Background: an optimization exercise with open tools, aiming at small area and a short achievable clock period. Do not read the settings as production practice.
Function was checked by simulation only, so behaviour that the tests miss may differ from the original.
Power figures rest on the tool's default switching activity, not on a simulated workload.

// bitonic_top
module bitonic_top #(parameter NUM_INPUT = 16, DATA_WIDTH = 8)
(clk, reset, data_in, valid, done, data_out);
input clk;
input reset;
input [127:0] data_in;
input valid;
output done;
output [127:0] data_out;
wire [0:0] in0_0 = data_in[7:7];
wire [0:0] in0_1 = data_in[6:6];
wire [0:0] in0_2 = data_in[5:5];
wire [0:0] in0_3 = data_in[4:4];
wire [0:0] in0_4 = data_in[3:3];
wire [0:0] in0_5 = data_in[2:2];
wire [0:0] in0_6 = data_in[1:1];
wire [0:0] in0_7 = data_in[0:0];
wire [0:0] in1_0 = data_in[15:15];
wire [0:0] in1_1 = data_in[14:14];
wire [0:0] in1_2 = data_in[13:13];
wire [0:0] in1_3 = data_in[12:12];
wire [0:0] in1_4 = data_in[11:11];
wire [0:0] in1_5 = data_in[10:10];
wire [0:0] in1_6 = data_in[9:9];
wire [0:0] in1_7 = data_in[8:8];
wire [0:0] in2_0 = data_in[23:23];
wire [0:0] in2_1 = data_in[22:22];
wire [0:0] in2_2 = data_in[21:21];
wire [0:0] in2_3 = data_in[20:20];
wire [0:0] in2_4 = data_in[19:19];
wire [0:0] in2_5 = data_in[18:18];
wire [0:0] in2_6 = data_in[17:17];
wire [0:0] in2_7 = data_in[16:16];
wire [0:0] in3_0 = data_in[31:31];
wire [0:0] in3_1 = data_in[30:30];
wire [0:0] in3_2 = data_in[29:29];
wire [0:0] in3_3 = data_in[28:28];
wire [0:0] in3_4 = data_in[27:27];
  ...
Size in the first run: about 4,300 cells after synthesis, about 910 flip-flops, about 260 I/O pins, about 0.035 mm^2 of cells after synthesis.
==> flow/config.mk <==
export PLATFORM = sky130hd
export DESIGN_NAME = bitonic_top
export DESIGN_NICKNAME = bitonic_top
export VERILOG_FILES = /design/flow/design.v
export SDC_FILE = /design/flow/constraint.sdc
export NUM_CORES = 4
export LEC_CHECK = 0
export CAP_MARGIN = 20
export CORE_MARGIN = 2
export CORE_UTILIZATION = 70
export CTS_CLUSTER_DIAMETER = 60
export CTS_CLUSTER_SIZE = 30
export SETUP_SLACK_MARGIN = 1.3
export SLEW_MARGIN = 20
==> flow/constraint.sdc <==
create_clock -name core_clock -period 3.0 [get_ports {clk}]
set_input_delay 0.6000 -clock core_clock [delete_from_list [all_inputs] [get_ports {clk}]]
set_output_delay 0.6000 -clock core_clock [all_outputs]
set_load 0.01 [all_outputs]
standard.sh (not shown) runs the stock make flow with config.mk's settings and CLKGATE_MAP_FILE= SYNTH_SCRIPT=/design/flow/synth_recipe.tcl, a recipe that flattens the netlist after the stock synthesis.
==> flow/flow/run.sh <==
#!/bin/bash
# Own layout flow: the standard layout, except that the synthesis maps the
# combinational logic with flow/abc.script (an area-recovering ABC script) in place of
# ORFS's speed script. Registers, their names and everything after synthesis are as in
# the standard flow. Ports are buffered with buf_2 cells.
set -euo pipefail
W=$(pwd)
{
  head -n 1 synth_recipe.tcl
  cat <<EOF
proc abc {args} {
  set i [lsearch -exact \$args -script]
  if { \$i >= 0 } { set args [lreplace \$args [expr {\$i+1}] [expr {\$i+1}] $W/flow/abc.script] }
  yosys abc {*}\$args
}
EOF
  tail -n +2 synth_recipe.tcl
} > my_synth.tcl
sed "s#SYNTH_SCRIPT=[^ ]*#SYNTH_SCRIPT=$W/my_synth.tcl#" standard.sh > my_standard.sh
grep -q "SYNTH_SCRIPT=$W/my_synth.tcl" my_standard.sh
bash my_standard.sh "BUFFER_PORTS_ARGS=-buffer_cell sky130_fd_sc_hd__buf_2" finish > flow.log 2>&1
==> flow/flow/abc.script <==
strash
dc2
strash
&get -n
&dch -f
&nf -R 100 -p
&put
Edit:
Settings changed: CORE_UTILIZATION 70 to 65.
Total power stays flat. Final cell count climbs by 0.59%. Non-clock buffer count drops by 3. First-iteration DRC count drops by 24%. Synthesized area does not change. Worst setup slack improves by 57 ps. Clock skew climbs by 15 ps. Utilization drops by 5.2 points.
Edit:
Settings changed: SETUP_SLACK_MARGIN 1.3 to 1.1.
Effect: Total power drops by 1.0%; area after synthesis stays the same; non-clock buffer count does not change; maximum frequency drops by 7.7%; sequential power stays flat; setup slack is worse by 140 ps.
Edit:
Settings changed: SETUP_SLACK_MARGIN 1.1 to 1.4.
What happened: The changed run finished with timing, DRC and antenna clean; wire length increases by 1.3%; register-to-register slack improved by 130 ps; final area increases by 2.8%; sequential share of layout area decreases by 1.1 points.
Edit:
Settings changed: SETUP_SLACK_MARGIN 1.4 to 1.5.
Result: Sequential share of layout area came out lower by 2.0 points; worst setup slack gains 21 ps; hold slack degrades by 7.5 ps; synthesized cell count is unchanged; maximum frequency rose by 1.2%; combinational power rose by 12%; routed wire length rose by 5.6%; first-iteration DRC count came out higher by 1.9%; cell count grows by 0.76%; via count rose by 2.2%; register-to-register slack improved by 110 ps.

what the ideal ports hide:
In the flow no input, the clock included, has a driving cell. The finished layouts below were timed again as built, in two steps. Step 1 assumes that a clkbuf_16 drives the clock port and a buf_2 every other input. Step 2 also shifts input and output timing later by t, the mid clock arrival at the registers, as if the neighbouring blocks saw the same clock. a / b / c = ideal ports / drivers / drivers and shift; a / b = the first two.
run	t (ns)	setup slack, ns	worst setup path after step 2
the first run	0.694	1.252 / 1.219 / 0.868	input to register
the second run	0.682	1.310 / 1.248 / 0.919	input to register
the third run	0.681	1.169 / 1.169 / 0.837	input to register
the fourth run	0.674	1.300 / 1.246 / 0.841	input to register
the fifth run	0.682	1.321 / 1.261 / 0.988	input to register
After both steps setup and hold are still met in every run listed. The setup slack of the fourth run, which loses most, moves by -0.054 ns with the drivers and by -0.459 ns with both steps.
